Background: an optimization exercise with open tools, aiming at small area. Do not read the settings as production practice. RTL that was checked went through simulation tests only; none was proved equivalent to the original. The flow treats the clock pin as an ideal source. Dropping or thinning the clock tree relies on that and would not hold on a real chip. Power and IR drop assume default switching activity.

==> v17 <==
// dac_table_8x
module dac_table_8x (
        ap_clk,
        ap_rst_n,
        table_r_address0,
        table_r_ce0,
        table_r_q0,
        iout_TDATA,
        iout_TVALID,
        iout_TREADY,
        iout_TKEEP,
        iout_TSTRB,
        iout_TLAST,
        qout_TDATA,
        qout_TVALID,
        qout_TREADY,
        qout_TKEEP,
        qout_TSTRB,
        qout_TLAST,
        iqout_TDATA,
        iqout_TVALID,
        iqout_TREADY,
        iqout_TKEEP,
        iqout_TSTRB,
        iqout_TUSER,
        iqout_TLAST
);
clock: 5.0 ns
lec_check: 0
cap_margin: 20
core_area: 10 10 350 350
die_area: 0 0 360 360
slew_margin: 20
standard.sh (not shown) runs the stock make flow with config.mk's settings and CLKGATE_MAP_FILE= SYNTH_SCRIPT=/design/flow/synth_recipe.tcl, a recipe that flattens the netlist after the stock synthesis.
==> flow/flow/run.sh <==
#!/bin/bash
# Standard ORFS layout (standard.sh), except:
#  - ABC maps for area (synth.tcl, area.abc) and Yosys's adder extraction is off;
#    the rest of synthesis is the standard flow's synth_recipe.tcl unchanged
#  - the constant-0 outputs share one tie cell instead of one tie cell each
#  - port buffers are buf_1 (the outputs only drive 10 fF)
#  - the clock tree is a single clkbuf_8 driving all 19 flip-flops (post_cts.tcl)
set -euo pipefail
F=$PWD/flow
export AREA_ABC_SCRIPT=$F/area.abc
export FLOW_SYNTH_TCL=$PWD/synth_recipe.tcl
bash standard.sh \
  SYNTH_SCRIPT=$F/synth.tcl \
  ADDER_MAP_FILE= \
  SKIP_REPAIR_TIE_FANOUT=1 \
  'BUFFER_PORTS_ARGS=-buffer_cell sky130_fd_sc_hd__buf_1' \
  'CTS_ARGS=-buf_list sky130_fd_sc_hd__clkbuf_4 -root_buf sky130_fd_sc_hd__clkbuf_8 -repair_clock_nets' \
  POST_CTS_TCL=$F/post_cts.tcl \
  finish > orfs_flow.log 2>&1
Other scripts of this flow, unchanged in this note and not shown: flow/flow/area.abc, flow/flow/post_cts.tcl, flow/flow/synth.tcl
==> v25: changes against v17 <==
- CORE_AREA: 10 10 350 350 -> 10 10 190 190
- DIE_AREA: 0 0 360 360 -> 0 0 200 200
==> qor summary <==
quantity                                                                      v17                       v25
Outcome                                                   complete, no violations    stopped before the end
Failing step                                                                    -             3_2_place_iop
Cell area after synthesis                                             0.00560 mm²               0.00560 mm²
Syn_nets                                                                    1,003                     1,003
Count of distinct cell types in the synthesized netlist                        17                        17
Share of the synthesized area in the top cell type                          86.3%                     86.3%
Compound-cell area share of the yosys netlist                               1.79%                     1.79%
Seq/Total Area, Yosys                                                       6.79%                     6.79%
Yosys warning count                                                             1                         1
Horizontal die dimension                                                   360 µm                    200 µm
Most frequently used flop master after synthesis         sky130_fd_sc_hd__dfxtp_1  sky130_fd_sc_hd__dfxtp_1
Initial Util                                                                4.89%                     17.6%
Gate Count Post-Synth                                                         742                       742
Die height                                                                 360 µm                    200 µm
Count leader, synth                                        sky130_fd_sc_hd__buf_4    sky130_fd_sc_hd__buf_4
Post-synthesis cell type with the largest combined area    sky130_fd_sc_hd__buf_4    sky130_fd_sc_hd__buf_4
Synthesized flop and latch total                                               19                        19
Synth async-reset ratio                                                        0%                        0%
Adder-Cell Fraction of Synth Area                                              0%                        0%
Multiplexer share of the synthesized area                                      0%                        0%
EDFF count, synth                                                               0                         0
Average cell area after synthesis                                        7.55 µm²                  7.55 µm²
Row Count                                                                     124                        65
Area share of and/or/nand/nor cells after synthesis                         4.82%                     4.82%

* * *

==> run a <==
==> flow/design.v <==
`timescale 1ns/1ps
module dac_table_8x_regslice_both
#(parameter 
    DataWidth=32
)(
    input ap_clk ,
    input ap_rst,
    input [DataWidth-1:0] data_in , 
    input vld_in , 
    output ack_in ,
    output [DataWidth-1:0] data_out, 
    output vld_out,
    input ack_out,
    output apdone_blk
);
reg   [1:0] B_V_data_1_state;
wire   [DataWidth-1:0] B_V_data_1_data_in;
reg   [DataWidth-1:0] B_V_data_1_data_out;
wire    B_V_data_1_vld_reg;
wire    B_V_data_1_vld_in;
wire    B_V_data_1_vld_out;
reg   [DataWidth-1:0] B_V_data_1_payload_A;
reg   [DataWidth-1:0] B_V_data_1_payload_B;
reg    B_V_data_1_sel_rd;
reg    B_V_data_1_sel_wr;
wire    B_V_data_1_sel;
wire    B_V_data_1_load_A;
wire    B_V_data_1_load_B;
wire    B_V_data_1_state_cmp_full;
wire    B_V_data_1_ack_in;
wire    B_V_data_1_ack_out;
always @ (posedge ap_clk) begin
    if (ap_rst == 1'b1) begin
        B_V_data_1_sel_rd <= 1'b0;
    end else begin
        if (((1'b1 == B_V_data_1_vld_out) & (1'b1 == B_V_data_1_ack_out))) begin
            B_V_data_1_sel_rd <= ~B_V_data_1_sel_rd;
        end else begin
            B_V_data_1_sel_rd <= B_V_data_1_sel_rd;
        end
    end
end
always @ (posedge ap_clk) begin
    if (ap_rst == 1'b1) begin
        B_V_data_1_sel_wr <= 1'b0;
    end else begin
        if (((1'b1 == B_V_data_1_vld_in) & (1'b1 == B_V_data_1_ack_in))) begin
            B_V_data_1_sel_wr <= ~B_V_data_1_sel_wr;
        end else begin
            B_V_data_1_sel_wr <= B_V_data_1_sel_wr;
        end
    end
end
always @ (posedge ap_clk) begin
    if (ap_rst == 1'b1) begin
        B_V_data_1_state <= 2'd0;
    end else begin
        if ((((2'd3 == B_V_data_1_state) & (1'b0 == B_V_data_1_vld_in) & (1'b1 == B_V_data_1_ack_out)) | ((2'd2 == B_V_data_1_state) & (1'b0 == B_V_data_1_vld_in)))) begin
            B_V_data_1_state <= 2'd2;
        end else if ((((2'd1 == B_V_data_1_state) & (1'b0 == B_V_data_1_ack_out)) | ((2'd3 == B_V_data_1_state) & (1'b0 == B_V_data_1_ack_out) & (1'b1 == B_V_data_1_vld_in)))) begin
            B_V_data_1_state <= 2'd1;
        end else if ((((2'd1 == B_V_data_1_state) & (1'b1 == B_V_data_1_ack_out)) | (~((1'b0 == B_V_data_1_ack_out) & (1'b1 == B_V_data_1_vld_in)) & ~((1'b0 == B_V_data_1_vld_in) & (1'b1 == B_V_data_1_ack_out)) & (2'd3 == B_V_data_1_state)) | ((2'd2 == B_V_data_1_state) & (1'b1 == B_V_data_1_vld_in)))) begin
            B_V_data_1_state <= 2'd3;
        end else begin
            B_V_data_1_state <= 2'd2;
        end
    end
end
always @ (posedge ap_clk) begin
    if ((1'b1 == B_V_data_1_load_A)) begin
        B_V_data_1_payload_A <= B_V_data_1_data_in;
    end
end
always @ (posedge ap_clk) begin
    if ((1'b1 == B_V_data_1_load_B)) begin
        B_V_data_1_payload_B <= B_V_data_1_data_in;
    end
end
always @ (*) begin
    if ((1'b1 == B_V_data_1_sel)) begin
        B_V_data_1_data_out = B_V_data_1_payload_B;
    end else begin
        B_V_data_1_data_out = B_V_data_1_payload_A;
    end
end
assign B_V_data_1_ack_in = B_V_data_1_state[1'd1];
assign B_V_data_1_load_A = (~B_V_data_1_sel_wr & B_V_data_1_state_cmp_full);
assign B_V_data_1_load_B = (B_V_data_1_state_cmp_full & B_V_data_1_sel_wr);
assign B_V_data_1_sel = B_V_data_1_sel_rd;
assign B_V_data_1_state_cmp_full = ((B_V_data_1_state != 2'd1) ? 1'b1 : 1'b0);
assign B_V_data_1_vld_out = B_V_data_1_state[1'd0];
assign ack_in = B_V_data_1_ack_in;
assign B_V_data_1_data_in = data_in;
assign B_V_data_1_vld_in = vld_in;
assign vld_out = B_V_data_1_vld_out;
assign data_out = B_V_data_1_data_out;
assign B_V_data_1_ack_out = ack_out;
assign apdone_blk = ((B_V_data_1_state == 2'd3 && ack_out == 1'b0) | (B_V_data_1_state == 2'd1));
endmodule  
module dac_table_8x_regslice_both_w1
#(parameter 
    DataWidth=1
)(
    input ap_clk ,
    input ap_rst,
    input data_in , 
    input vld_in , 
    output ack_in ,
    output data_out, 
    output vld_out,
    input ack_out,
    output apdone_blk
);
reg     [1:0] B_V_data_1_state;
wire    B_V_data_1_data_in;
reg     B_V_data_1_data_out;
wire    B_V_data_1_vld_reg;
wire    B_V_data_1_vld_in;
wire    B_V_data_1_vld_out;
reg     B_V_data_1_payload_A;
reg     B_V_data_1_payload_B;
reg     B_V_data_1_sel_rd;
reg     B_V_data_1_sel_wr;
wire    B_V_data_1_sel;
wire    B_V_data_1_load_A;
wire    B_V_data_1_load_B;
wire    B_V_data_1_state_cmp_full;
wire    B_V_data_1_ack_in;
wire    B_V_data_1_ack_out;
always @ (posedge ap_clk) begin
    if (ap_rst == 1'b1) begin
        B_V_data_1_sel_rd <= 1'b0;
    end else begin
        if (((1'b1 == B_V_data_1_vld_out) & (1'b1 == B_V_data_1_ack_out))) begin
            B_V_data_1_sel_rd <= ~B_V_data_1_sel_rd;
        end else begin
            B_V_data_1_sel_rd <= B_V_data_1_sel_rd;
        end
    end
end
always @ (posedge ap_clk) begin
    if (ap_rst == 1'b1) begin
        B_V_data_1_sel_wr <= 1'b0;
    end else begin
        if (((1'b1 == B_V_data_1_vld_in) & (1'b1 == B_V_data_1_ack_in))) begin
            B_V_data_1_sel_wr <= ~B_V_data_1_sel_wr;
        end else begin
            B_V_data_1_sel_wr <= B_V_data_1_sel_wr;
        end
    end
end
always @ (posedge ap_clk) begin
    if (ap_rst == 1'b1) begin
        B_V_data_1_state <= 2'd0;
    end else begin
        if ((((2'd3 == B_V_data_1_state) & (1'b0 == B_V_data_1_vld_in) & (1'b1 == B_V_data_1_ack_out)) | ((2'd2 == B_V_data_1_state) & (1'b0 == B_V_data_1_vld_in)))) begin
            B_V_data_1_state <= 2'd2;
        end else if ((((2'd1 == B_V_data_1_state) & (1'b0 == B_V_data_1_ack_out)) | ((2'd3 == B_V_data_1_state) & (1'b0 == B_V_data_1_ack_out) & (1'b1 == B_V_data_1_vld_in)))) begin
            B_V_data_1_state <= 2'd1;
        end else if ((((2'd1 == B_V_data_1_state) & (1'b1 == B_V_data_1_ack_out)) | (~((1'b0 == B_V_data_1_ack_out) & (1'b1 == B_V_data_1_vld_in)) & ~((1'b0 == B_V_data_1_vld_in) & (1'b1 == B_V_data_1_ack_out)) & (2'd3 == B_V_data_1_state)) | ((2'd2 == B_V_data_1_state) & (1'b1 == B_V_data_1_vld_in)))) begin
            B_V_data_1_state <= 2'd3;
        end else begin
            B_V_data_1_state <= 2'd2;
        end
    end
end
always @ (posedge ap_clk) begin
    if ((1'b1 == B_V_data_1_load_A)) begin
        B_V_data_1_payload_A <= B_V_data_1_data_in;
    end
end
always @ (posedge ap_clk) begin
    if ((1'b1 == B_V_data_1_load_B)) begin
        B_V_data_1_payload_B <= B_V_data_1_data_in;
    end
end
always @ (*) begin
    if ((1'b1 == B_V_data_1_sel)) begin
        B_V_data_1_data_out = B_V_data_1_payload_B;
    end else begin
        B_V_data_1_data_out = B_V_data_1_payload_A;
    end
end
assign B_V_data_1_ack_in = B_V_data_1_state[1'd1];
assign B_V_data_1_load_A = (~B_V_data_1_sel_wr & B_V_data_1_state_cmp_full);
assign B_V_data_1_load_B = (B_V_data_1_state_cmp_full & B_V_data_1_sel_wr);
assign B_V_data_1_sel = B_V_data_1_sel_rd;
assign B_V_data_1_state_cmp_full = ((B_V_data_1_state != 2'd1) ? 1'b1 : 1'b0);
assign B_V_data_1_vld_out = B_V_data_1_state[1'd0];
assign ack_in = B_V_data_1_ack_in;
assign B_V_data_1_data_in = data_in;
assign B_V_data_1_vld_in = vld_in;
assign vld_out = B_V_data_1_vld_out;
assign data_out = B_V_data_1_data_out;
assign B_V_data_1_ack_out = ack_out;
assign apdone_blk = ((B_V_data_1_state == 2'd3 && ack_out == 1'b0) | (B_V_data_1_state == 2'd1));
endmodule  
`timescale 1 ns / 1 ps
module dac_table_8x (
        ap_clk,
        ap_rst_n,
        table_r_address0,
        table_r_ce0,
        table_r_q0,
        iout_TDATA,
        iout_TVALID,
        iout_TREADY,
        iout_TKEEP,
        iout_TSTRB,
        iout_TLAST,
        qout_TDATA,
        qout_TVALID,
        qout_TREADY,
        qout_TKEEP,
        qout_TSTRB,
        qout_TLAST,
        iqout_TDATA,
        iqout_TVALID,
        iqout_TREADY,
        iqout_TKEEP,
        iqout_TSTRB,
        iqout_TUSER,
        iqout_TLAST
);
input   ap_clk;
input   ap_rst_n;
output  [15:0] table_r_address0;
output   table_r_ce0;
input  [255:0] table_r_q0;
output  [127:0] iout_TDATA;
output   iout_TVALID;
input   iout_TREADY;
output  [15:0] iout_TKEEP;
output  [15:0] iout_TSTRB;
output  [0:0] iout_TLAST;
output  [127:0] qout_TDATA;
output   qout_TVALID;
input   qout_TREADY;
output  [15:0] qout_TKEEP;
output  [15:0] qout_TSTRB;
output  [0:0] qout_TLAST;
output  [255:0] iqout_TDATA;
output   iqout_TVALID;
input   iqout_TREADY;
output  [31:0] iqout_TKEEP;
output  [31:0] iqout_TSTRB;
output  [7:0] iqout_TUSER;
output  [0:0] iqout_TLAST;
reg  [15:0] addr;      
reg         done_i;
reg         done_q;
reg         done_iq;
wire prime = done_i & done_q & done_iq;
wire ce    = (done_i | iout_TREADY) & (done_q | qout_TREADY) & (done_iq | iqout_TREADY);
wire last_prime = (addr[3:0] == 4'd11);
always @ (posedge ap_clk) begin
    if (~ap_rst_n) begin
        addr    <= 16'd0;
        done_i  <= 1'b1;
        done_q  <= 1'b1;
        done_iq <= 1'b1;
    end else begin
        if (ce)
            addr <= addr + 16'd1;
        if (prime) begin
            done_i  <= ~last_prime;
            done_q  <= ~last_prime;
            done_iq <= ~last_prime;
        end else if (ce) begin
            done_i  <= 1'b0;
            done_q  <= 1'b0;
            done_iq <= 1'b0;
        end else begin
            done_i  <= done_i  | iout_TREADY;
            done_q  <= done_q  | qout_TREADY;
            done_iq <= done_iq | iqout_TREADY;
        end
    end
end
wire [7:0] g = addr[7:0] - 8'd12;
assign table_r_address0 = addr;
assign table_r_ce0 = ce;
assign iout_TVALID  = ~done_i;
assign qout_TVALID  = ~done_q;
assign iqout_TVALID = ~done_iq;
assign iout_TDATA = table_r_q0[127:0];
assign qout_TDATA = table_r_q0[255:128];
genvar l;
generate
    for (l = 0; l < 8; l = l + 1) begin : lane
        assign iqout_TDATA[32*l+15:32*l]    = table_r_q0[16*l+15:16*l];
        assign iqout_TDATA[32*l+31:32*l+16] = table_r_q0[128+16*l+15:128+16*l];
    end
endgenerate
assign iout_TLAST  = (g == 8'd255);
assign qout_TLAST  = (g == 8'd255);
assign iqout_TLAST = (g == 8'd255);
assign iqout_TUSER = g;
assign iout_TKEEP  = 16'd0;
assign iout_TSTRB  = 16'd0;
assign qout_TKEEP  = 16'd0;
assign qout_TSTRB  = 16'd0;
assign iqout_TKEEP = 32'd0;
assign iqout_TSTRB = 32'd0;
endmodule
==> flow/flow/run.sh <==
#!/bin/bash
# Standard ORFS layout, except:
#  - the constant-0 outputs share one tie cell instead of one tie cell each
#  - port buffers are buf_1 (the outputs only drive 10 fF)
#  - a small clock buffer for the 19 flip-flops
set -euo pipefail
bash standard.sh \
  SKIP_REPAIR_TIE_FANOUT=1 \
  'BUFFER_PORTS_ARGS=-buffer_cell sky130_fd_sc_hd__buf_1' \
  'CTS_BUF_LIST=sky130_fd_sc_hd__clkbuf_4' \
  finish > orfs_flow.log 2>&1
==> flow/standard.sh <==
#!/bin/bash
# synth_recipe.tcl (not shown) runs the flow's synth.tcl, then flattens the netlist and writes it again
# the make line also repeats each setting of config.mk as NAME=value (left out here)
make -C /OpenROAD-flow-scripts/flow DESIGN_CONFIG=/design/flow/config.mk WORK_HOME=/design/flow/orfs CLKGATE_MAP_FILE= SYNTH_SCRIPT=/design/flow/synth_recipe.tcl "${@:-finish}"
==> flow/config.mk <==
export PLATFORM = sky130hd
export DESIGN_NAME = dac_table_8x
export DESIGN_NICKNAME = dac_table_8x
export VERILOG_FILES = /design/flow/design.v
export SDC_FILE = /design/flow/constraint.sdc
export NUM_CORES = 4
export LEC_CHECK = 0
export CAP_MARGIN = 20
export CORE_AREA = 10 10 350 350
export DIE_AREA = 0 0 360 360
export SLEW_MARGIN = 20
==> flow/constraint.sdc <==
create_clock -name core_clock -period 5.0 [get_ports {ap_clk}]
set_input_delay 1.0000 -clock core_clock [delete_from_list [all_inputs] [get_ports {ap_clk}]]
set_output_delay 1.0000 -clock core_clock [all_outputs]
set_load 0.01 [all_outputs]
==> run b (differences from run a) <==
--- a/flow/design.v
+++ b/flow/design.v
@@ -254,4 +254,12 @@
 wire ce    = (done_i | iout_TREADY) & (done_q | qout_TREADY) & (done_iq | iqout_TREADY);
 wire last_prime = (addr[3:0] == 4'd11);
+wire [15:0] tog;
+assign tog[0] = ce;
+genvar k;
+generate
+    for (k = 1; k < 16; k = k + 1) begin : inc
+        assign tog[k] = tog[k-1] & addr[k-1];
+    end
+endgenerate
 always @ (posedge ap_clk) begin
     if (~ap_rst_n) begin
@@ -261,6 +269,5 @@
         done_iq <= 1'b1;
     end else begin
-        if (ce)
-            addr <= addr + 16'd1;
+        addr <= addr ^ tog;
         if (prime) begin
             done_i  <= ~last_prime;
@@ -278,5 +285,20 @@
     end
 end
-wire [7:0] g = addr[7:0] - 8'd12;
+wire [7:0] g;
+wire [5:0] b = addr[7:2];
+wire [5:0] bw;    
+assign g[1:0] = addr[1:0];
+assign g[2]  = ~b[0];
+assign g[3]  = b[1] ^ b[0];
+assign bw[1] = ~(b[1] & b[0]);
+genvar m;
+generate
+    for (m = 2; m < 6; m = m + 1) begin : dec
+        assign g[m+2] = b[m] ^ bw[m-1];
+        if (m < 5) begin : br
+            assign bw[m] = ~b[m] & bw[m-1];
+        end
+    end
+endgenerate
 assign table_r_address0 = addr;
 assign table_r_ce0 = ce;
==> flow/flow/run.sh (replaced) <==
#!/bin/bash
# Standard ORFS layout, except:
#  - the constant-0 outputs share one tie cell instead of one tie cell each
#  - port buffers are buf_1 (the outputs only drive 10 fF)
#  - the clock tree is one clkbuf_4 driving all 19 flip-flops
set -euo pipefail
bash standard.sh \
  SKIP_REPAIR_TIE_FANOUT=1 \
  'BUFFER_PORTS_ARGS=-buffer_cell sky130_fd_sc_hd__buf_1' \
  'CTS_ARGS=-buf_list sky130_fd_sc_hd__clkbuf_4 -root_buf sky130_fd_sc_hd__clkbuf_4 -dont_use_dummy_load -repair_clock_nets' \
  finish > orfs_flow.log 2>&1
==> run c (differences from run a) <==
--- a/flow/design.v
+++ b/flow/design.v
@@ -254,4 +254,12 @@
 wire ce    = (done_i | iout_TREADY) & (done_q | qout_TREADY) & (done_iq | iqout_TREADY);
 wire last_prime = (addr[3:0] == 4'd11);
+wire [15:0] tog;
+assign tog[0] = ce;
+genvar k;
+generate
+    for (k = 1; k < 16; k = k + 1) begin : inc
+        assign tog[k] = tog[k-1] & addr[k-1];
+    end
+endgenerate
 always @ (posedge ap_clk) begin
     if (~ap_rst_n) begin
@@ -261,6 +269,5 @@
         done_iq <= 1'b1;
     end else begin
-        if (ce)
-            addr <= addr + 16'd1;
+        addr <= addr ^ tog;
         if (prime) begin
             done_i  <= ~last_prime;
@@ -278,5 +285,20 @@
     end
 end
-wire [7:0] g = addr[7:0] - 8'd12;
+wire [7:0] g;
+wire [5:0] b = addr[7:2];
+wire [5:0] bw;    
+assign g[1:0] = addr[1:0];
+assign g[2]  = ~b[0];
+assign g[3]  = b[1] ^ b[0];
+assign bw[1] = ~(b[1] & b[0]);
+genvar m;
+generate
+    for (m = 2; m < 6; m = m + 1) begin : dec
+        assign g[m+2] = b[m] ^ bw[m-1];
+        if (m < 5) begin : br
+            assign bw[m] = ~b[m] & bw[m-1];
+        end
+    end
+endgenerate
 assign table_r_address0 = addr;
 assign table_r_ce0 = ce;
==> comparison <==
- Count of clock-buffer cells in the layout is the same in run b and run a.
- Area after synthesis is the same in run c and run b.
- Of run a and run c, run a has the higher combinational power (gap 26%, measured against run c).
- In register-to-register slack, run b and run c hardly differ.
- Non-clock buffer count: run c is higher than run a (1).
- Die area is the same in run a and run c.
==> figures <==
|  | run c | run a | run b |
|---|---|---|---|
| Run status | timing/DRC/antenna clean | timing/DRC/antenna clean | timing/DRC/antenna clean |
| Startpoint type of the worst setup path | input pin | register | input pin |
| Endpoint of the worst setup timing path | addr[15]$_SDFF_PN0_ | iout_TLAST[0] | addr[15]$_SDFF_PN0_ |
| Fraction of power consumed by the clock network | 18.9% | 16.6% | 16.7% |
| Post-synthesis sequential area ratio | 6.629% | 6.517% | 6.629% |
| Slowest stage delay, CP | 210 ps | 570 ps | 210 ps |
| Post-route fraction of the period consumed by the critical path | 82.02% | 63.23% | 82.12% |
| Met3 layer usage reported by global route | 18.55% | 16.86% | 18.26% |
| GRT Resource Usage Total | 8.588% | 7.633% | 8.560% |
| P_comb | 0.000156 W | 0.000197 W | 0.000156 W |
| Inst Count DP | 1632 | 1664 | 1632 |
| Synth-to-Final Area Change | -48.39% | -47.91% | -48.52% |
| Post-synthesis compound-gate area fraction | 0.5451% | 2.637% | 0.5451% |
Only the layout flow was run in run b and run c; the RTL was not checked for function there.

[port drivers added, routing unchanged]
The results above use ideal ports. As a check the final layouts listed here were re-extracted and re-timed, cells and wires unchanged. Step 1, drivers: a clkbuf_16 drives ap_clk and a buf_2 each remaining input, both assumed. Step 2 also shifts input and output timing later by t, the mid clock arrival at the registers, as if the neighbouring blocks saw the same clock. a / b / c = no drivers / after step 1 / after step 2; a / b = the first two.
run | t, ns | setup WS [ns] | worst setup path at the end | slew at the worst register clock pin (ns)
v17 | 0.183 | 1.188 / 1.182 / 0.999 | input to register | 0.11 / 0.11
run a | 0.333 | 1.838 / 1.816 / 2.001 | input to output | 0.11 / 0.11
run b | 0.326 | 0.894 / 0.890 / 0.564 | input to register | 0.10 / 0.10
run c | 0.332 | 0.899 / 0.893 / 0.561 | input to register | 0.11 / 0.11
After both steps every run listed still meets setup and hold. The setup slack of run c, which loses most, moves by -0.006 ns with the drivers and by -0.338 ns with both steps.
